From an optimization exercise on the open Yosys and OpenROAD flow, aimed at small area and a short achievable clock period; shortcuts taken in it are not production practice. For this run, only the layout was checked, not whether the RTL still works. Power and IR drop assume default switching activity.

File: design.v
`timescale 1ns/1ps
module mac (
    input clk,
    input rst,
    input [15:0] a,
    input [15:0] b,
    input [31:0] acc_in,
    output [31:0] acc_out
);
reg [15:0] ar;
reg [7:0] one_r, two_r, neg_r;
reg b15r;
wire one0 = one_r[0];
wire two0 = two_r[0];
wire neg0 = neg_r[0];
wire one1 = one_r[1];
wire two1 = two_r[1];
wire neg1 = neg_r[1];
wire one2 = one_r[2];
wire two2 = two_r[2];
wire neg2 = neg_r[2];
wire one3 = one_r[3];
wire two3 = two_r[3];
wire neg3 = neg_r[3];
wire one4 = one_r[4];
wire two4 = two_r[4];
wire neg4 = neg_r[4];
wire one5 = one_r[5];
wire two5 = two_r[5];
wire neg5 = neg_r[5];
wire one6 = one_r[6];
wire two6 = two_r[6];
wire neg6 = neg_r[6];
wire one7 = one_r[7];
wire two7 = two_r[7];
wire neg7 = neg_r[7];
reg [50:0] e2;
reg [31:0] pr;
reg v1, v2, v3;
wire one_d0 = b[0] ^ 1'b0;
wire two_d0 = (b[1] & ~b[0] & ~1'b0) | (~b[1] & b[0] & 1'b0);
wire neg_d0 = b[1];
wire one_d1 = b[2] ^ b[1];
wire two_d1 = (b[3] & ~b[2] & ~b[1]) | (~b[3] & b[2] & b[1]);
wire neg_d1 = b[3];
wire one_d2 = b[4] ^ b[3];
wire two_d2 = (b[5] & ~b[4] & ~b[3]) | (~b[5] & b[4] & b[3]);
wire neg_d2 = b[5];
wire one_d3 = b[6] ^ b[5];
wire two_d3 = (b[7] & ~b[6] & ~b[5]) | (~b[7] & b[6] & b[5]);
wire neg_d3 = b[7];
wire one_d4 = b[8] ^ b[7];
wire two_d4 = (b[9] & ~b[8] & ~b[7]) | (~b[9] & b[8] & b[7]);
wire neg_d4 = b[9];
wire one_d5 = b[10] ^ b[9];
wire two_d5 = (b[11] & ~b[10] & ~b[9]) | (~b[11] & b[10] & b[9]);
wire neg_d5 = b[11];
wire one_d6 = b[12] ^ b[11];
wire two_d6 = (b[13] & ~b[12] & ~b[11]) | (~b[13] & b[12] & b[11]);
wire neg_d6 = b[13];
wire one_d7 = b[14] ^ b[13];
wire two_d7 = (b[15] & ~b[14] & ~b[13]) | (~b[15] & b[14] & b[13]);
wire neg_d7 = b[15];
wire pp0_0 = (one0 & ar[0]) ^ neg0;
wire pp0_1 = ((one0 & ar[1]) | (two0 & ar[0])) ^ neg0;
wire pp0_2 = ((one0 & ar[2]) | (two0 & ar[1])) ^ neg0;
wire pp0_3 = ((one0 & ar[3]) | (two0 & ar[2])) ^ neg0;
wire pp0_4 = ((one0 & ar[4]) | (two0 & ar[3])) ^ neg0;
wire pp0_5 = ((one0 & ar[5]) | (two0 & ar[4])) ^ neg0;
wire pp0_6 = ((one0 & ar[6]) | (two0 & ar[5])) ^ neg0;
wire pp0_7 = ((one0 & ar[7]) | (two0 & ar[6])) ^ neg0;
wire pp0_8 = ((one0 & ar[8]) | (two0 & ar[7])) ^ neg0;
wire pp0_9 = ((one0 & ar[9]) | (two0 & ar[8])) ^ neg0;
wire pp0_10 = ((one0 & ar[10]) | (two0 & ar[9])) ^ neg0;
wire pp0_11 = ((one0 & ar[11]) | (two0 & ar[10])) ^ neg0;
wire pp0_12 = ((one0 & ar[12]) | (two0 & ar[11])) ^ neg0;
wire pp0_13 = ((one0 & ar[13]) | (two0 & ar[12])) ^ neg0;
wire pp0_14 = ((one0 & ar[14]) | (two0 & ar[13])) ^ neg0;
wire pp0_15 = ((one0 & ar[15]) | (two0 & ar[14])) ^ neg0;
wire pp0_16 = (two0 & ar[15]) ^ neg0;
wire nsg0 = ~neg0;
wire pp1_0 = (one1 & ar[0]) ^ neg1;
wire pp1_1 = ((one1 & ar[1]) | (two1 & ar[0])) ^ neg1;
wire pp1_2 = ((one1 & ar[2]) | (two1 & ar[1])) ^ neg1;
wire pp1_3 = ((one1 & ar[3]) | (two1 & ar[2])) ^ neg1;
wire pp1_4 = ((one1 & ar[4]) | (two1 & ar[3])) ^ neg1;
wire pp1_5 = ((one1 & ar[5]) | (two1 & ar[4])) ^ neg1;
wire pp1_6 = ((one1 & ar[6]) | (two1 & ar[5])) ^ neg1;
wire pp1_7 = ((one1 & ar[7]) | (two1 & ar[6])) ^ neg1;
wire pp1_8 = ((one1 & ar[8]) | (two1 & ar[7])) ^ neg1;
wire pp1_9 = ((one1 & ar[9]) | (two1 & ar[8])) ^ neg1;
wire pp1_10 = ((one1 & ar[10]) | (two1 & ar[9])) ^ neg1;
wire pp1_11 = ((one1 & ar[11]) | (two1 & ar[10])) ^ neg1;
wire pp1_12 = ((one1 & ar[12]) | (two1 & ar[11])) ^ neg1;
wire pp1_13 = ((one1 & ar[13]) | (two1 & ar[12])) ^ neg1;
wire pp1_14 = ((one1 & ar[14]) | (two1 & ar[13])) ^ neg1;
wire pp1_15 = ((one1 & ar[15]) | (two1 & ar[14])) ^ neg1;
wire pp1_16 = (two1 & ar[15]) ^ neg1;
wire nsg1 = ~neg1;
wire pp2_0 = (one2 & ar[0]) ^ neg2;
wire pp2_1 = ((one2 & ar[1]) | (two2 & ar[0])) ^ neg2;
wire pp2_2 = ((one2 & ar[2]) | (two2 & ar[1])) ^ neg2;
wire pp2_3 = ((one2 & ar[3]) | (two2 & ar[2])) ^ neg2;
wire pp2_4 = ((one2 & ar[4]) | (two2 & ar[3])) ^ neg2;
wire pp2_5 = ((one2 & ar[5]) | (two2 & ar[4])) ^ neg2;
wire pp2_6 = ((one2 & ar[6]) | (two2 & ar[5])) ^ neg2;
wire pp2_7 = ((one2 & ar[7]) | (two2 & ar[6])) ^ neg2;
wire pp2_8 = ((one2 & ar[8]) | (two2 & ar[7])) ^ neg2;
wire pp2_9 = ((one2 & ar[9]) | (two2 & ar[8])) ^ neg2;
wire pp2_10 = ((one2 & ar[10]) | (two2 & ar[9])) ^ neg2;
wire pp2_11 = ((one2 & ar[11]) | (two2 & ar[10])) ^ neg2;
wire pp2_12 = ((one2 & ar[12]) | (two2 & ar[11])) ^ neg2;
wire pp2_13 = ((one2 & ar[13]) | (two2 & ar[12])) ^ neg2;
wire pp2_14 = ((one2 & ar[14]) | (two2 & ar[13])) ^ neg2;
wire pp2_15 = ((one2 & ar[15]) | (two2 & ar[14])) ^ neg2;
wire pp2_16 = (two2 & ar[15]) ^ neg2;
wire nsg2 = ~neg2;
wire pp3_0 = (one3 & ar[0]) ^ neg3;
wire pp3_1 = ((one3 & ar[1]) | (two3 & ar[0])) ^ neg3;
wire pp3_2 = ((one3 & ar[2]) | (two3 & ar[1])) ^ neg3;
wire pp3_3 = ((one3 & ar[3]) | (two3 & ar[2])) ^ neg3;
wire pp3_4 = ((one3 & ar[4]) | (two3 & ar[3])) ^ neg3;
wire pp3_5 = ((one3 & ar[5]) | (two3 & ar[4])) ^ neg3;
wire pp3_6 = ((one3 & ar[6]) | (two3 & ar[5])) ^ neg3;
wire pp3_7 = ((one3 & ar[7]) | (two3 & ar[6])) ^ neg3;
wire pp3_8 = ((one3 & ar[8]) | (two3 & ar[7])) ^ neg3;
wire pp3_9 = ((one3 & ar[9]) | (two3 & ar[8])) ^ neg3;
wire pp3_10 = ((one3 & ar[10]) | (two3 & ar[9])) ^ neg3;
wire pp3_11 = ((one3 & ar[11]) | (two3 & ar[10])) ^ neg3;
wire pp3_12 = ((one3 & ar[12]) | (two3 & ar[11])) ^ neg3;
wire pp3_13 = ((one3 & ar[13]) | (two3 & ar[12])) ^ neg3;
wire pp3_14 = ((one3 & ar[14]) | (two3 & ar[13])) ^ neg3;
wire pp3_15 = ((one3 & ar[15]) | (two3 & ar[14])) ^ neg3;
wire pp3_16 = (two3 & ar[15]) ^ neg3;
wire nsg3 = ~neg3;
wire pp4_0 = (one4 & ar[0]) ^ neg4;
wire pp4_1 = ((one4 & ar[1]) | (two4 & ar[0])) ^ neg4;
wire pp4_2 = ((one4 & ar[2]) | (two4 & ar[1])) ^ neg4;
wire pp4_3 = ((one4 & ar[3]) | (two4 & ar[2])) ^ neg4;
wire pp4_4 = ((one4 & ar[4]) | (two4 & ar[3])) ^ neg4;
wire pp4_5 = ((one4 & ar[5]) | (two4 & ar[4])) ^ neg4;
wire pp4_6 = ((one4 & ar[6]) | (two4 & ar[5])) ^ neg4;
wire pp4_7 = ((one4 & ar[7]) | (two4 & ar[6])) ^ neg4;
wire pp4_8 = ((one4 & ar[8]) | (two4 & ar[7])) ^ neg4;
wire pp4_9 = ((one4 & ar[9]) | (two4 & ar[8])) ^ neg4;
wire pp4_10 = ((one4 & ar[10]) | (two4 & ar[9])) ^ neg4;
wire pp4_11 = ((one4 & ar[11]) | (two4 & ar[10])) ^ neg4;
wire pp4_12 = ((one4 & ar[12]) | (two4 & ar[11])) ^ neg4;
wire pp4_13 = ((one4 & ar[13]) | (two4 & ar[12])) ^ neg4;
wire pp4_14 = ((one4 & ar[14]) | (two4 & ar[13])) ^ neg4;
wire pp4_15 = ((one4 & ar[15]) | (two4 & ar[14])) ^ neg4;
wire pp4_16 = (two4 & ar[15]) ^ neg4;
wire nsg4 = ~neg4;
wire pp5_0 = (one5 & ar[0]) ^ neg5;
wire pp5_1 = ((one5 & ar[1]) | (two5 & ar[0])) ^ neg5;
wire pp5_2 = ((one5 & ar[2]) | (two5 & ar[1])) ^ neg5;
wire pp5_3 = ((one5 & ar[3]) | (two5 & ar[2])) ^ neg5;
wire pp5_4 = ((one5 & ar[4]) | (two5 & ar[3])) ^ neg5;
wire pp5_5 = ((one5 & ar[5]) | (two5 & ar[4])) ^ neg5;
wire pp5_6 = ((one5 & ar[6]) | (two5 & ar[5])) ^ neg5;
wire pp5_7 = ((one5 & ar[7]) | (two5 & ar[6])) ^ neg5;
wire pp5_8 = ((one5 & ar[8]) | (two5 & ar[7])) ^ neg5;
wire pp5_9 = ((one5 & ar[9]) | (two5 & ar[8])) ^ neg5;
wire pp5_10 = ((one5 & ar[10]) | (two5 & ar[9])) ^ neg5;
wire pp5_11 = ((one5 & ar[11]) | (two5 & ar[10])) ^ neg5;
wire pp5_12 = ((one5 & ar[12]) | (two5 & ar[11])) ^ neg5;
wire pp5_13 = ((one5 & ar[13]) | (two5 & ar[12])) ^ neg5;
wire pp5_14 = ((one5 & ar[14]) | (two5 & ar[13])) ^ neg5;
wire pp5_15 = ((one5 & ar[15]) | (two5 & ar[14])) ^ neg5;
wire pp5_16 = (two5 & ar[15]) ^ neg5;
wire nsg5 = ~neg5;
wire pp6_0 = (one6 & ar[0]) ^ neg6;
wire pp6_1 = ((one6 & ar[1]) | (two6 & ar[0])) ^ neg6;
wire pp6_2 = ((one6 & ar[2]) | (two6 & ar[1])) ^ neg6;
wire pp6_3 = ((one6 & ar[3]) | (two6 & ar[2])) ^ neg6;
wire pp6_4 = ((one6 & ar[4]) | (two6 & ar[3])) ^ neg6;
wire pp6_5 = ((one6 & ar[5]) | (two6 & ar[4])) ^ neg6;
wire pp6_6 = ((one6 & ar[6]) | (two6 & ar[5])) ^ neg6;
wire pp6_7 = ((one6 & ar[7]) | (two6 & ar[6])) ^ neg6;
wire pp6_8 = ((one6 & ar[8]) | (two6 & ar[7])) ^ neg6;
wire pp6_9 = ((one6 & ar[9]) | (two6 & ar[8])) ^ neg6;
wire pp6_10 = ((one6 & ar[10]) | (two6 & ar[9])) ^ neg6;
wire pp6_11 = ((one6 & ar[11]) | (two6 & ar[10])) ^ neg6;
wire pp6_12 = ((one6 & ar[12]) | (two6 & ar[11])) ^ neg6;
wire pp6_13 = ((one6 & ar[13]) | (two6 & ar[12])) ^ neg6;
wire pp6_14 = ((one6 & ar[14]) | (two6 & ar[13])) ^ neg6;
wire pp6_15 = ((one6 & ar[15]) | (two6 & ar[14])) ^ neg6;
wire pp6_16 = (two6 & ar[15]) ^ neg6;
wire nsg6 = ~neg6;
wire pp7_0 = (one7 & ar[0]) ^ neg7;
wire pp7_1 = ((one7 & ar[1]) | (two7 & ar[0])) ^ neg7;
wire pp7_2 = ((one7 & ar[2]) | (two7 & ar[1])) ^ neg7;
wire pp7_3 = ((one7 & ar[3]) | (two7 & ar[2])) ^ neg7;
wire pp7_4 = ((one7 & ar[4]) | (two7 & ar[3])) ^ neg7;
wire pp7_5 = ((one7 & ar[5]) | (two7 & ar[4])) ^ neg7;
wire pp7_6 = ((one7 & ar[6]) | (two7 & ar[5])) ^ neg7;
wire pp7_7 = ((one7 & ar[7]) | (two7 & ar[6])) ^ neg7;
wire pp7_8 = ((one7 & ar[8]) | (two7 & ar[7])) ^ neg7;
wire pp7_9 = ((one7 & ar[9]) | (two7 & ar[8])) ^ neg7;
wire pp7_10 = ((one7 & ar[10]) | (two7 & ar[9])) ^ neg7;
wire pp7_11 = ((one7 & ar[11]) | (two7 & ar[10])) ^ neg7;
wire pp7_12 = ((one7 & ar[12]) | (two7 & ar[11])) ^ neg7;
wire pp7_13 = ((one7 & ar[13]) | (two7 & ar[12])) ^ neg7;
wire pp7_14 = ((one7 & ar[14]) | (two7 & ar[13])) ^ neg7;
wire pp7_15 = ((one7 & ar[15]) | (two7 & ar[14])) ^ neg7;
wire pp7_16 = (two7 & ar[15]) ^ neg7;
wire nsg7 = ~neg7;
wire pp8_0 = ar[0] & b15r;
wire pp8_1 = ar[1] & b15r;
wire pp8_2 = ar[2] & b15r;
wire pp8_3 = ar[3] & b15r;
wire pp8_4 = ar[4] & b15r;
wire pp8_5 = ar[5] & b15r;
wire pp8_6 = ar[6] & b15r;
wire pp8_7 = ar[7] & b15r;
wire pp8_8 = ar[8] & b15r;
wire pp8_9 = ar[9] & b15r;
wire pp8_10 = ar[10] & b15r;
wire pp8_11 = ar[11] & b15r;
wire pp8_12 = ar[12] & b15r;
wire pp8_13 = ar[13] & b15r;
wire pp8_14 = ar[14] & b15r;
wire pp8_15 = ar[15] & b15r;
wire s_1 = neg1 ^ pp0_2 ^ pp1_0;
wire c_2 = (neg1 & pp0_2) | (neg1 & pp1_0) | (pp0_2 & pp1_0);
wire s_3 = pp0_3 ^ pp1_1 ^ c_2;
wire c_4 = (pp0_3 & pp1_1) | (pp0_3 & c_2) | (pp1_1 & c_2);
wire s_5 = neg2 ^ pp0_4 ^ pp1_2;
wire c_6 = (neg2 & pp0_4) | (neg2 & pp1_2) | (pp0_4 & pp1_2);
wire s_7 = pp2_0 ^ s_5 ^ c_4;
wire c_8 = (pp2_0 & s_5) | (pp2_0 & c_4) | (s_5 & c_4);
wire s_9 = pp0_5 ^ pp1_3 ^ pp2_1;
wire c_10 = (pp0_5 & pp1_3) | (pp0_5 & pp2_1) | (pp1_3 & pp2_1);
wire s_11 = c_6 ^ s_9 ^ c_8;
wire c_12 = (c_6 & s_9) | (c_6 & c_8) | (s_9 & c_8);
wire s_13 = neg3 ^ pp0_6 ^ pp1_4;
wire c_14 = (neg3 & pp0_6) | (neg3 & pp1_4) | (pp0_6 & pp1_4);
wire s_15 = pp2_2 ^ pp3_0 ^ c_10;
wire c_16 = (pp2_2 & pp3_0) | (pp2_2 & c_10) | (pp3_0 & c_10);
wire s_17 = s_13 ^ s_15 ^ c_12;
wire c_18 = (s_13 & s_15) | (s_13 & c_12) | (s_15 & c_12);
wire s_19 = pp0_7 ^ pp1_5 ^ pp2_3;
wire c_20 = (pp0_7 & pp1_5) | (pp0_7 & pp2_3) | (pp1_5 & pp2_3);
wire s_21 = pp3_1 ^ c_14 ^ s_19;
wire c_22 = (pp3_1 & c_14) | (pp3_1 & s_19) | (c_14 & s_19);
wire s_23 = c_16 ^ s_21;
wire c_24 = c_16 & s_21;
wire s_25 = neg4 ^ pp0_8 ^ pp1_6;
wire c_26 = (neg4 & pp0_8) | (neg4 & pp1_6) | (pp0_8 & pp1_6);
wire s_27 = pp2_4 ^ pp3_2 ^ pp4_0;
wire c_28 = (pp2_4 & pp3_2) | (pp2_4 & pp4_0) | (pp3_2 & pp4_0);
wire s_29 = c_20 ^ s_25 ^ s_27;
wire c_30 = (c_20 & s_25) | (c_20 & s_27) | (s_25 & s_27);
wire s_31 = c_22 ^ s_29 ^ c_24;
wire c_32 = (c_22 & s_29) | (c_22 & c_24) | (s_29 & c_24);
wire s_33 = pp0_9 ^ pp1_7 ^ pp2_5;
wire c_34 = (pp0_9 & pp1_7) | (pp0_9 & pp2_5) | (pp1_7 & pp2_5);
wire s_35 = pp3_3 ^ pp4_1 ^ c_26;
wire c_36 = (pp3_3 & pp4_1) | (pp3_3 & c_26) | (pp4_1 & c_26);
wire s_37 = c_28 ^ s_33 ^ c_30;
wire c_38 = (c_28 & s_33) | (c_28 & c_30) | (s_33 & c_30);
wire s_39 = s_35 ^ s_37 ^ c_32;
wire c_40 = (s_35 & s_37) | (s_35 & c_32) | (s_37 & c_32);
wire s_41 = neg5 ^ pp0_10 ^ pp1_8;
wire c_42 = (neg5 & pp0_10) | (neg5 & pp1_8) | (pp0_10 & pp1_8);
wire s_43 = pp2_6 ^ pp3_4 ^ pp4_2;
wire c_44 = (pp2_6 & pp3_4) | (pp2_6 & pp4_2) | (pp3_4 & pp4_2);
wire s_45 = pp5_0 ^ c_34 ^ s_41;
wire c_46 = (pp5_0 & c_34) | (pp5_0 & s_41) | (c_34 & s_41);
wire s_47 = s_43 ^ c_36 ^ s_45;
wire c_48 = (s_43 & c_36) | (s_43 & s_45) | (c_36 & s_45);
wire s_49 = c_38 ^ s_47;
wire c_50 = c_38 & s_47;
wire s_51 = pp0_11 ^ pp1_9 ^ pp2_7;
wire c_52 = (pp0_11 & pp1_9) | (pp0_11 & pp2_7) | (pp1_9 & pp2_7);
wire s_53 = pp3_5 ^ pp4_3 ^ pp5_1;
wire c_54 = (pp3_5 & pp4_3) | (pp3_5 & pp5_1) | (pp4_3 & pp5_1);
wire s_55 = c_42 ^ c_44 ^ s_51;
wire c_56 = (c_42 & c_44) | (c_42 & s_51) | (c_44 & s_51);
wire s_57 = s_53 ^ c_46 ^ s_55;
wire c_58 = (s_53 & c_46) | (s_53 & s_55) | (c_46 & s_55);
wire s_59 = c_48 ^ s_57 ^ c_50;
wire c_60 = (c_48 & s_57) | (c_48 & c_50) | (s_57 & c_50);
wire s_61 = neg6 ^ pp0_12 ^ pp1_10;
wire c_62 = (neg6 & pp0_12) | (neg6 & pp1_10) | (pp0_12 & pp1_10);
wire s_63 = pp2_8 ^ pp3_6 ^ pp4_4;
wire c_64 = (pp2_8 & pp3_6) | (pp2_8 & pp4_4) | (pp3_6 & pp4_4);
wire s_65 = pp5_2 ^ pp6_0 ^ c_52;
wire c_66 = (pp5_2 & pp6_0) | (pp5_2 & c_52) | (pp6_0 & c_52);
wire s_67 = c_54 ^ s_61 ^ s_63;
wire c_68 = (c_54 & s_61) | (c_54 & s_63) | (s_61 & s_63);
wire s_69 = c_56 ^ s_65 ^ s_67;
wire c_70 = (c_56 & s_65) | (c_56 & s_67) | (s_65 & s_67);
wire s_71 = c_58 ^ s_69;
wire c_72 = c_58 & s_69;
wire s_73 = pp0_13 ^ pp1_11 ^ pp2_9;
wire c_74 = (pp0_13 & pp1_11) | (pp0_13 & pp2_9) | (pp1_11 & pp2_9);
wire s_75 = pp3_7 ^ pp4_5 ^ pp5_3;
wire c_76 = (pp3_7 & pp4_5) | (pp3_7 & pp5_3) | (pp4_5 & pp5_3);
wire s_77 = pp6_1 ^ c_62 ^ c_64;
wire c_78 = (pp6_1 & c_62) | (pp6_1 & c_64) | (c_62 & c_64);
wire s_79 = s_73 ^ s_75 ^ c_66;
wire c_80 = (s_73 & s_75) | (s_73 & c_66) | (s_75 & c_66);
wire s_81 = c_68 ^ s_77 ^ s_79;
wire c_82 = (c_68 & s_77) | (c_68 & s_79) | (s_77 & s_79);
wire s_83 = c_70 ^ c_72 ^ s_81;
wire c_84 = (c_70 & c_72) | (c_70 & s_81) | (c_72 & s_81);
wire s_85 = neg7 ^ pp0_14 ^ pp1_12;
wire c_86 = (neg7 & pp0_14) | (neg7 & pp1_12) | (pp0_14 & pp1_12);
wire s_87 = pp2_10 ^ pp3_8 ^ pp4_6;
wire c_88 = (pp2_10 & pp3_8) | (pp2_10 & pp4_6) | (pp3_8 & pp4_6);
wire s_89 = pp5_4 ^ pp6_2 ^ pp7_0;
wire c_90 = (pp5_4 & pp6_2) | (pp5_4 & pp7_0) | (pp6_2 & pp7_0);
wire s_91 = c_74 ^ c_76 ^ s_85;
wire c_92 = (c_74 & c_76) | (c_74 & s_85) | (c_76 & s_85);
wire s_93 = s_87 ^ s_89 ^ c_78;
wire c_94 = (s_87 & s_89) | (s_87 & c_78) | (s_89 & c_78);
wire s_95 = s_91 ^ c_80 ^ s_93;
wire c_96 = (s_91 & c_80) | (s_91 & s_93) | (c_80 & s_93);
wire s_97 = c_82 ^ s_95;
wire c_98 = c_82 & s_95;
wire s_99 = pp0_15 ^ pp1_13 ^ pp2_11;
wire c_100 = (pp0_15 & pp1_13) | (pp0_15 & pp2_11) | (pp1_13 & pp2_11);
wire s_101 = pp3_9 ^ pp4_7 ^ pp5_5;
wire c_102 = (pp3_9 & pp4_7) | (pp3_9 & pp5_5) | (pp4_7 & pp5_5);
wire s_103 = pp6_3 ^ pp7_1 ^ c_86;
wire c_104 = (pp6_3 & pp7_1) | (pp6_3 & c_86) | (pp7_1 & c_86);
wire s_105 = c_88 ^ c_90 ^ s_99;
wire c_106 = (c_88 & c_90) | (c_88 & s_99) | (c_90 & s_99);
wire s_107 = s_101 ^ c_92 ^ s_103;
wire c_108 = (s_101 & c_92) | (s_101 & s_103) | (c_92 & s_103);
wire s_109 = s_105 ^ c_94 ^ s_107;
wire c_110 = (s_105 & c_94) | (s_105 & s_107) | (c_94 & s_107);
wire s_111 = c_96 ^ s_109;
wire c_112 = c_96 & s_109;
wire s_113 = pp8_0 ^ pp0_16 ^ pp1_14;
wire c_114 = (pp8_0 & pp0_16) | (pp8_0 & pp1_14) | (pp0_16 & pp1_14);
wire s_115 = pp2_12 ^ pp3_10 ^ pp4_8;
wire c_116 = (pp2_12 & pp3_10) | (pp2_12 & pp4_8) | (pp3_10 & pp4_8);
wire s_117 = pp5_6 ^ pp6_4 ^ pp7_2;
wire c_118 = (pp5_6 & pp6_4) | (pp5_6 & pp7_2) | (pp6_4 & pp7_2);
wire s_119 = c_100 ^ c_102 ^ s_113;
wire c_120 = (c_100 & c_102) | (c_100 & s_113) | (c_102 & s_113);
wire s_121 = s_115 ^ s_117 ^ c_104;
wire c_122 = (s_115 & s_117) | (s_115 & c_104) | (s_117 & c_104);
wire s_123 = c_106 ^ s_119 ^ c_108;
wire c_124 = (c_106 & s_119) | (c_106 & c_108) | (s_119 & c_108);
wire s_125 = s_121 ^ c_110 ^ s_123;
wire c_126 = (s_121 & c_110) | (s_121 & s_123) | (c_110 & s_123);
wire s_127 = ~(nsg0 ^ pp8_1);
wire c_128 = nsg0 | pp8_1;
wire s_129 = s_127 ^ pp1_15 ^ pp2_13;
wire c_130 = (s_127 & pp1_15) | (s_127 & pp2_13) | (pp1_15 & pp2_13);
wire s_131 = pp3_11 ^ pp4_9 ^ pp5_7;
wire c_132 = (pp3_11 & pp4_9) | (pp3_11 & pp5_7) | (pp4_9 & pp5_7);
wire s_133 = pp6_5 ^ pp7_3 ^ c_114;
wire c_134 = (pp6_5 & pp7_3) | (pp6_5 & c_114) | (pp7_3 & c_114);
wire s_135 = c_116 ^ c_118 ^ s_129;
wire c_136 = (c_116 & c_118) | (c_116 & s_129) | (c_118 & s_129);
wire s_137 = s_131 ^ c_120 ^ s_133;
wire c_138 = (s_131 & c_120) | (s_131 & s_133) | (c_120 & s_133);
wire s_139 = s_135 ^ c_122 ^ s_137;
wire c_140 = (s_135 & c_122) | (s_135 & s_137) | (c_122 & s_137);
wire s_141 = c_124 ^ s_139;
wire c_142 = c_124 & s_139;
wire s_143 = ~(pp8_2 ^ c_128);
wire c_144 = pp8_2 | c_128;
wire s_145 = pp1_16 ^ pp2_14 ^ pp3_12;
wire c_146 = (pp1_16 & pp2_14) | (pp1_16 & pp3_12) | (pp2_14 & pp3_12);
wire s_147 = pp4_10 ^ pp5_8 ^ pp6_6;
wire c_148 = (pp4_10 & pp5_8) | (pp4_10 & pp6_6) | (pp5_8 & pp6_6);
wire s_149 = pp7_4 ^ s_143 ^ c_130;
wire c_150 = (pp7_4 & s_143) | (pp7_4 & c_130) | (s_143 & c_130);
wire s_151 = c_132 ^ s_145 ^ s_147;
wire c_152 = (c_132 & s_145) | (c_132 & s_147) | (s_145 & s_147);
wire s_153 = c_134 ^ c_136 ^ s_149;
wire c_154 = (c_134 & c_136) | (c_134 & s_149) | (c_136 & s_149);
wire s_155 = s_151 ^ c_138 ^ s_153;
wire c_156 = (s_151 & c_138) | (s_151 & s_153) | (c_138 & s_153);
wire s_157 = c_140 ^ s_155;
wire c_158 = c_140 & s_155;
wire s_159 = nsg1 ^ pp8_3 ^ pp2_15;
wire c_160 = (nsg1 & pp8_3) | (nsg1 & pp2_15) | (pp8_3 & pp2_15);
wire s_161 = pp3_13 ^ pp4_11 ^ pp5_9;
wire c_162 = (pp3_13 & pp4_11) | (pp3_13 & pp5_9) | (pp4_11 & pp5_9);
wire s_163 = pp6_7 ^ pp7_5 ^ c_144;
wire c_164 = (pp6_7 & pp7_5) | (pp6_7 & c_144) | (pp7_5 & c_144);
wire s_165 = c_146 ^ c_148 ^ s_159;
wire c_166 = (c_146 & c_148) | (c_146 & s_159) | (c_148 & s_159);
wire s_167 = s_161 ^ s_163 ^ c_150;
wire c_168 = (s_161 & s_163) | (s_161 & c_150) | (s_163 & c_150);
wire s_169 = c_152 ^ s_165 ^ c_154;
wire c_170 = (c_152 & s_165) | (c_152 & c_154) | (s_165 & c_154);
wire s_171 = s_167 ^ c_156 ^ s_169;
wire c_172 = (s_167 & c_156) | (s_167 & s_169) | (c_156 & s_169);
wire s_173 = ~(pp8_4 ^ pp2_16);
wire c_174 = pp8_4 | pp2_16;
wire s_175 = pp3_14 ^ pp4_12 ^ pp5_10;
wire c_176 = (pp3_14 & pp4_12) | (pp3_14 & pp5_10) | (pp4_12 & pp5_10);
wire s_177 = pp6_8 ^ pp7_6 ^ s_173;
wire c_178 = (pp6_8 & pp7_6) | (pp6_8 & s_173) | (pp7_6 & s_173);
wire s_179 = c_160 ^ c_162 ^ s_175;
wire c_180 = (c_160 & c_162) | (c_160 & s_175) | (c_162 & s_175);
wire s_181 = c_164 ^ s_177 ^ c_166;
wire c_182 = (c_164 & s_177) | (c_164 & c_166) | (s_177 & c_166);
wire s_183 = s_179 ^ c_168 ^ s_181;
wire c_184 = (s_179 & c_168) | (s_179 & s_181) | (c_168 & s_181);
wire s_185 = c_170 ^ s_183;
wire c_186 = c_170 & s_183;
wire s_187 = nsg2 ^ pp8_5 ^ pp3_15;
wire c_188 = (nsg2 & pp8_5) | (nsg2 & pp3_15) | (pp8_5 & pp3_15);
wire s_189 = pp4_13 ^ pp5_11 ^ pp6_9;
wire c_190 = (pp4_13 & pp5_11) | (pp4_13 & pp6_9) | (pp5_11 & pp6_9);
wire s_191 = pp7_7 ^ c_174 ^ c_176;
wire c_192 = (pp7_7 & c_174) | (pp7_7 & c_176) | (c_174 & c_176);
wire s_193 = s_187 ^ s_189 ^ c_178;
wire c_194 = (s_187 & s_189) | (s_187 & c_178) | (s_189 & c_178);
wire s_195 = c_180 ^ s_191 ^ s_193;
wire c_196 = (c_180 & s_191) | (c_180 & s_193) | (s_191 & s_193);
wire s_197 = c_182 ^ s_195 ^ c_184;
wire c_198 = (c_182 & s_195) | (c_182 & c_184) | (s_195 & c_184);
wire s_199 = ~(pp8_6 ^ pp3_16);
wire c_200 = pp8_6 | pp3_16;
wire s_201 = pp4_14 ^ pp5_12 ^ pp6_10;
wire c_202 = (pp4_14 & pp5_12) | (pp4_14 & pp6_10) | (pp5_12 & pp6_10);
wire s_203 = pp7_8 ^ s_199 ^ c_188;
wire c_204 = (pp7_8 & s_199) | (pp7_8 & c_188) | (s_199 & c_188);
wire s_205 = c_190 ^ s_201 ^ c_192;
wire c_206 = (c_190 & s_201) | (c_190 & c_192) | (s_201 & c_192);
wire s_207 = s_203 ^ c_194 ^ s_205;
wire c_208 = (s_203 & c_194) | (s_203 & s_205) | (c_194 & s_205);
wire s_209 = c_196 ^ s_207;
wire c_210 = c_196 & s_207;
wire s_211 = nsg3 ^ pp8_7 ^ pp4_15;
wire c_212 = (nsg3 & pp8_7) | (nsg3 & pp4_15) | (pp8_7 & pp4_15);
wire s_213 = pp5_13 ^ pp6_11 ^ pp7_9;
wire c_214 = (pp5_13 & pp6_11) | (pp5_13 & pp7_9) | (pp6_11 & pp7_9);
wire s_215 = c_200 ^ c_202 ^ s_211;
wire c_216 = (c_200 & c_202) | (c_200 & s_211) | (c_202 & s_211);
wire s_217 = s_213 ^ c_204 ^ s_215;
wire c_218 = (s_213 & c_204) | (s_213 & s_215) | (c_204 & s_215);
wire s_219 = c_206 ^ s_217 ^ c_208;
wire c_220 = (c_206 & s_217) | (c_206 & c_208) | (s_217 & c_208);
wire s_221 = ~(pp8_8 ^ pp4_16);
wire c_222 = pp8_8 | pp4_16;
wire s_223 = pp5_14 ^ pp6_12 ^ pp7_10;
wire c_224 = (pp5_14 & pp6_12) | (pp5_14 & pp7_10) | (pp6_12 & pp7_10);
wire s_225 = s_221 ^ c_212 ^ c_214;
wire c_226 = (s_221 & c_212) | (s_221 & c_214) | (c_212 & c_214);
wire s_227 = s_223 ^ c_216 ^ s_225;
wire c_228 = (s_223 & c_216) | (s_223 & s_225) | (c_216 & s_225);
wire s_229 = c_218 ^ s_227;
wire c_230 = c_218 & s_227;
wire s_231 = nsg4 ^ pp8_9 ^ pp5_15;
wire c_232 = (nsg4 & pp8_9) | (nsg4 & pp5_15) | (pp8_9 & pp5_15);
wire s_233 = pp6_13 ^ pp7_11 ^ c_222;
wire c_234 = (pp6_13 & pp7_11) | (pp6_13 & c_222) | (pp7_11 & c_222);
wire s_235 = c_224 ^ s_231 ^ s_233;
wire c_236 = (c_224 & s_231) | (c_224 & s_233) | (s_231 & s_233);
wire s_237 = c_226 ^ s_235 ^ c_228;
wire c_238 = (c_226 & s_235) | (c_226 & c_228) | (s_235 & c_228);
wire s_239 = ~(pp8_10 ^ pp5_16);
wire c_240 = pp8_10 | pp5_16;
wire s_241 = pp6_14 ^ pp7_12 ^ s_239;
wire c_242 = (pp6_14 & pp7_12) | (pp6_14 & s_239) | (pp7_12 & s_239);
wire s_243 = c_232 ^ c_234 ^ s_241;
wire c_244 = (c_232 & c_234) | (c_232 & s_241) | (c_234 & s_241);
wire s_245 = c_236 ^ s_243 ^ c_238;
wire c_246 = (c_236 & s_243) | (c_236 & c_238) | (s_243 & c_238);
wire s_247 = nsg5 ^ pp8_11 ^ pp6_15;
wire c_248 = (nsg5 & pp8_11) | (nsg5 & pp6_15) | (pp8_11 & pp6_15);
wire s_249 = pp7_13 ^ c_240 ^ s_247;
wire c_250 = (pp7_13 & c_240) | (pp7_13 & s_247) | (c_240 & s_247);
wire s_251 = c_242 ^ s_249 ^ c_244;
wire c_252 = (c_242 & s_249) | (c_242 & c_244) | (s_249 & c_244);
wire s_253 = ~(pp8_12 ^ pp6_16);
wire c_254 = pp8_12 | pp6_16;
wire s_255 = pp7_14 ^ s_253 ^ c_248;
wire c_256 = (pp7_14 & s_253) | (pp7_14 & c_248) | (s_253 & c_248);
wire s_257 = c_250 ^ s_255 ^ c_252;
wire c_258 = (c_250 & s_255) | (c_250 & c_252) | (s_255 & c_252);
wire s_259 = nsg6 ^ pp8_13 ^ pp7_15;
wire c_260 = (nsg6 & pp8_13) | (nsg6 & pp7_15) | (pp8_13 & pp7_15);
wire s_261 = c_254 ^ s_259 ^ c_256;
wire c_262 = (c_254 & s_259) | (c_254 & c_256) | (s_259 & c_256);
wire s_263 = ~(pp8_14 ^ pp7_16);
wire c_264 = pp8_14 | pp7_16;
wire s_265 = s_263 ^ c_260 ^ c_262;
wire c_266 = (s_263 & c_260) | (s_263 & c_262) | (c_260 & c_262);
wire s_267 = nsg7 ^ pp8_15 ^ c_264;
wire c_268 = (nsg7 & pp8_15) | (nsg7 & c_264) | (pp8_15 & c_264);
wire [50:0] e2_d;
assign e2_d[0] = pp0_0;
assign e2_d[1] = neg0;
assign e2_d[2] = pp0_1;
assign e2_d[3] = s_1;
assign e2_d[4] = s_3;
assign e2_d[5] = s_7;
assign e2_d[6] = s_11;
assign e2_d[7] = s_17;
assign e2_d[8] = c_18;
assign e2_d[9] = s_23;
assign e2_d[10] = s_31;
assign e2_d[11] = s_39;
assign e2_d[12] = c_40;
assign e2_d[13] = s_49;
assign e2_d[14] = s_59;
assign e2_d[15] = c_60;
assign e2_d[16] = s_71;
assign e2_d[17] = s_83;
assign e2_d[18] = c_84;
assign e2_d[19] = s_97;
assign e2_d[20] = c_98;
assign e2_d[21] = s_111;
assign e2_d[22] = c_112;
assign e2_d[23] = s_125;
assign e2_d[24] = c_126;
assign e2_d[25] = s_141;
assign e2_d[26] = c_142;
assign e2_d[27] = s_157;
assign e2_d[28] = c_158;
assign e2_d[29] = s_171;
assign e2_d[30] = c_172;
assign e2_d[31] = s_185;
assign e2_d[32] = c_186;
assign e2_d[33] = s_197;
assign e2_d[34] = c_198;
assign e2_d[35] = s_209;
assign e2_d[36] = c_210;
assign e2_d[37] = s_219;
assign e2_d[38] = c_220;
assign e2_d[39] = s_229;
assign e2_d[40] = c_230;
assign e2_d[41] = s_237;
assign e2_d[42] = s_245;
assign e2_d[43] = c_246;
assign e2_d[44] = s_251;
assign e2_d[45] = s_257;
assign e2_d[46] = c_258;
assign e2_d[47] = s_261;
assign e2_d[48] = s_265;
assign e2_d[49] = c_266;
assign e2_d[50] = s_267;
wire [31:0] row0 = {e2[49], e2[48], e2[46], e2[45], e2[43], e2[42], e2[40], e2[38], e2[36], e2[34], e2[32], e2[30], e2[28], e2[26], e2[24], e2[22], e2[20], e2[18], e2[17], e2[15], e2[14], e2[12], e2[11], e2[10], e2[8], e2[7], e2[6], e2[5], e2[4], e2[3], e2[2], e2[0]};
wire [31:0] row1 = {e2[50], 1'b0, e2[47], 1'b0, e2[44], 1'b0, e2[41], e2[39], e2[37], e2[35], e2[33], e2[31], e2[29], e2[27], e2[25], e2[23], e2[21], e2[19], 1'b0, e2[16], 1'b0, e2[13], 1'b0, 1'b0, e2[9], 1'b0, 1'b0, 1'b0, 1'b0, 1'b0, 1'b0, e2[1]};
wire [31:0] prod = row0 + row1;
reg [31:0] s4, s5;
always @(posedge clk) begin
    ar <= a;
    one_r <= {one_d7, one_d6, one_d5, one_d4, one_d3, one_d2, one_d1, one_d0};
    two_r <= {two_d7, two_d6, two_d5, two_d4, two_d3, two_d2, two_d1, two_d0};
    neg_r <= {neg_d7, neg_d6, neg_d5, neg_d4, neg_d3, neg_d2, neg_d1, neg_d0};
    b15r <= b[15];
    e2 <= e2_d;
    pr <= prod;
end
always @(posedge clk or posedge rst) begin
  if (rst) begin
    v1 <= 1'b0; v2 <= 1'b0; v3 <= 1'b0;
  end else begin
    v1 <= 1'b1; v2 <= v1; v3 <= v2;
  end
end
wire [31:0] pg = pr & {32{v3}};
always @(posedge clk or posedge rst) begin
  if (rst) begin
    s4 <= 32'd0; s5 <= 32'd0;
  end else begin
    s4 <= pg + acc_in; s5 <= s4;
  end
end
assign acc_out = s5;
endmodule
File: run.sh
#!/bin/bash
# synth_recipe.tcl (not shown) runs the flow's synth.tcl, then flattens the netlist and writes it again
# the make line also repeats each setting of config.mk as NAME=value (left out here)
make -C /OpenROAD-flow-scripts/flow DESIGN_CONFIG=/design/flow/config.mk WORK_HOME=/design/flow/orfs CLKGATE_MAP_FILE= SYNTH_SCRIPT=/design/flow/synth_recipe.tcl finish
File: config.mk
export PLATFORM = sky130hd
export DESIGN_NAME = mac
export DESIGN_NICKNAME = mac
export VERILOG_FILES = /design/flow/design.v
export SDC_FILE = /design/flow/constraint.sdc
export NUM_CORES = 4
export LEC_CHECK = 0
export CAP_MARGIN = 20
export CORE_MARGIN = 2
export CORE_UTILIZATION = 40
export SETUP_SLACK_MARGIN = 3
export SLEW_MARGIN = 20
File: constraint.sdc
create_clock -name core_clock -period 6.5 [get_ports {clk}]
set_input_delay 1.3000 -clock core_clock [delete_from_list [all_inputs] [get_ports {clk}]]
set_output_delay 1.3000 -clock core_clock [all_outputs]
set_load 0.01 [all_outputs]
==> run notes <==
==> synthesized netlist by cell type (all sizes together), types with 8 or more instances <==
| cell type | instances |
|---|---|
| dfrtp | 67 |
| nor2 | 20 |
| nand3b | 8 |
| a211oi | 8 |
| a21o | 14 |
| fa | 115 |
| a31oi | 11 |
| nand2b | 14 |
| xor2 | 55 |
| dfxtp | 123 |
| ha | 68 |
| clkbuf | 80 |
| a21oi | 42 |
| inv | 123 |
| nand4 | 11 |
| o21ai | 40 |
| and2 | 37 |
| nand3 | 10 |
| a22oi | 121 |
| buf | 9 |
| o21a | 9 |
| nand2 | 61 |
| xnor2 | 147 |
==> worst register-to-register path, cell delays in order, from the launching register on <==
cell and delay [ns]:
dfxtp_4 0.51, a22oi_1 0.16, xor2_1 0.18, fa_1 0.54, inv_1 0.06, fa_1 0.41, inv_1 0.08, fa_1 0.43
fa_1 0.38, inv_1 0.08, fa_1 0.41
==> logic make-up after synthesis <==
logic type	count (synthesis)	share of synthesized area
multiplexers	1	0.000879
AO/OA/AOI/OAI	276	0.152
AND/OR/NAND/NOR	183	0.0756
adder cells (fa/ha/maj)	183	0.246
other	1	0.000293
buffers and inverters	216	0.0640
XOR/XNOR	202	0.138
flip-flops	190	0.323
==> metrics by stage <==
step | power [W] | std cells | hold slack, ns | utilization
after floorplan | 0.00419 | 1252 | 0.331 | -
after global placement | 0.00506 | 1668 | 0.332 | 0.443
after detailed placement | 0.00512 | 1668 | 0.335 | 0.443
after CTS | 0.00620 | 1705 | 0.343 | 0.466
after global routing | 0.00683 | 1729 | 0.352 | 0.477
final | 0.00618 | 1729 | 0.344 | 0.477
==> power by group <==
group / switching [W] / total, W / internal, W
combinational: 0.00172 / 0.00323 / 0.00151
clock: 0.000515 / 0.00103 / 0.000516
sequential: 0.000220 / 0.00191 / 0.00169
==> final cells by class <==
| type | instances | share of cell area |
|---|---|---|
| timing repair buffer | 132 | 0.0853 |
| clock buffer | 19 | 0.0288 |
| multi-input combinational | 846 | 0.529 |
| inverter | 127 | 0.0332 |
| sequential | 190 | 0.281 |
| tap | 402 | 0.0334 |
| clock inverter | 13 | 0.00989 |
==> worst max-delay path by stage <==
stage	endpoint	slack (ns)	cells after the start
finish	s4[31]$_DFF_PP0_	3.11	9
CTS	e2[17]$_DFF_P_	2.98	8
floorplan	e2[17]$_DFF_P_	2.98	10
detailed placement	s4[30]$_DFF_PP0_	2.22	11
global placement	s4[30]$_DFF_PP0_	2.25	11
global route	s4[25]$_DFF_PP0_	2.94	9
==> repair_timing <==
action	in CTS	in global routing
setup buffers	5	23
setup endpoints to repair	38	21
cloned	0	1
resized for setup	51	51
pin swaps	7	3
endpoints found under the hold margin	0	0
==> sequential cells by signal, indices dropped and copies added, names as in the netlist <==
| register | cells |
|---|---|
| v2 | 1 |
| ar | 16 |
| one_r | 8 |
| pr | 32 |
| v1 | 1 |
| two_r | 8 |
| v3 | 1 |
| s5 | 32 |
| e2 | 51 |
| neg_r | 8 |
| s4 | 32 |
==> metal layers <==
layer  track usage  vias to the layer above  routed length, microns
met3        0.0363                       39                    1890
met5             0                        -                       0
met2         0.278                      342                   12900
li1              -                     4289                       -
met1         0.249                     4203                   13600
met4        0.0480                        0                     456
==> results_dict.tcl <==
set metrics [dict create \
    cp-start-kind "primary input" \
    r2r-end "e2[29]$_DFF_P_" \
    worst_clock_skew_ns 0.0137 \
    initial_core_util 0.406 \
    tightest_slew_ns 0.820 \
    min_from "s4[22]$_DFF_PP0_" \
    wl_per_cell_microns 16.7 \
    antenna_found_initial 0 \
    cts_root_buf "clkbuf_16" \
    drt_iter0_drc 754 \
    min_path_cells 0 \
    stdcell_area_sq_um 15100 \
    cts_made_buffers 17 \
    final_max_slew_viol_count 0 \
    setup_slack_ns 3.11 \
    vias_per_cell 5.13 \
    ys.flop_type "dfxtp_1" \
    dpl_cell_area_sq_um 14000 \
    clkLatencyLatePin_ns 0.44 \
    hold_violations 0 \
    crit_path_end_kind "register" \
    fin_setup_tns_ns 0 \
    cts_sinks 190 \
    nNetsFinal 1563 \
    die_x_microns 183 \
    netlist_instances 1252 \
    hold_class "reg -> reg" \
    worst_r2r_startpoint "ar[14]$_DFF_P_" \
    grt_usage 0.177 \
    avgSynthCellArea_sq_um 10.2 \
    yosys_warnings 1 \
    grt_pass1_wl_microns 47300 \
    relSlewSlack 0.454 \
    drc 0 \
    outcome "timing/DRC/antenna clean" \
    rrSetupSlack_ns 3.13 \
    antenna_cells 0 \
    drive_gt1_frac 0.111 \
    multiInputGateArea_sq_um 7960 \
    cp.arrival_ns 3.77 \
    rsz0062_at_grt "yes" \
    port_buffers 97 \
    grt_overflow 0 \
    synth_top_cell_by_area "dfxtp_1" \
    cts_hold_buf 0 \
    rows 65 \
    grt_max_degree 68 \
    synth_cell_type_count 59 \
    rr_worst_depth 10 \
    leakage_nw 6.33 \
    dpl_worst_slack_ns 2.22 \
    cp_cell_sequence "clkdlybuf4s50_1, ha_1, a21oi_2, o21ai_0, a31oi_2, a211oi_1, or4b_1, a31oi_1, xnor2_1" \
    final_cell_mix "147 x xnor2_1, 120 x inv_1, 117 x a22oi_1, 113 x fa_1, 95 x clkdlybuf4s50_1" \
    num_vias 8873 \
    final_common_cell "xnor2_1" \
    synthesis.area_sq_um 12800 \
    cts.clk_slew.worst_paths_ns 0.08 \
    slowest_stage "or4b_1" \
    powerDensity_nw_per_um2 410 \
    synth-seq-cells 190 \
    cp.required_ns 6.87 \
    num-fill-cells 2955 \
    crit_family "compound AO/OA/AOI/OAI gates" \
    path_class "in -> reg" \
    ant_nets 0 \
    synth_top_area_frac 0.192 \
    drv_cap 0 \
    crit_start "acc_in[14]" \
    clockBufferDepth 2 \
    seq_area_frac_synth 0.323 \
    min_to "s5[22]$_DFF_PP0_" \
    setup_viol 0 \
    area_growth_pct 17.5 \
    dpl.hpwl_microns 20400 \
    syn_nets 1501 \
    critPathMaxStageDelay_ns 0.49 \
    max_freq_mhz 295 \
    ir_drop_mv 0.226 \
    synth.top_cells.by_area "dfxtp_1 19%, fa_1 18%, dfrtp_1 13%" \
    grt_pass1_vias 9103 \
    path_buf_inv 1 \
    cts_tree "yes" \
    core_sq_um 31600 \
    period_needed_ns 3.39 \
    first_pass_iters 7 \
    htreeDepth 4 \
    path_max_fanout 6 \
    gp_congestion 0.896 \
    die_area_sq_um 33500 \
    totalWireLength_microns 28800 \
    fin_crit_sh 0.522 \
    synthArstFlopShare 0.353 \
    synth_edf_count 0 \
    die_h_microns 183 \
    num_io_pins 98 \
    regArea_sq_um 4230 \
]

==> static timing again, ports no longer ideal <==
In the flow no input, the clock included, has a driving cell. The finished layout below was timed again as built, in two steps.
Step 1 (the two cells are an assumption about what drives the block):
set clk [get_ports {clk}]
set_driving_cell -lib_cell sky130_fd_sc_hd__clkbuf_16 $clk
set_driving_cell -lib_cell sky130_fd_sc_hd__buf_2 [delete_from_list [all_inputs] $clk]
Step 2 times the ports against the registers' clock, not the clock port: input delays grow and output delays shrink by t, the midpoint of the rising clock arrivals with the driver on.
Three values: ideal ports, drivers, drivers and shift; two values: the first two.
t (ns): 0.482
setup slack, ns: 3.108 / 3.124 / 2.642
worst setup path at the end: input to register
After both steps this run still meets setup and hold. For this run, drivers alone change the setup slack by +0.016 ns; drivers and shift together by -0.466 ns.
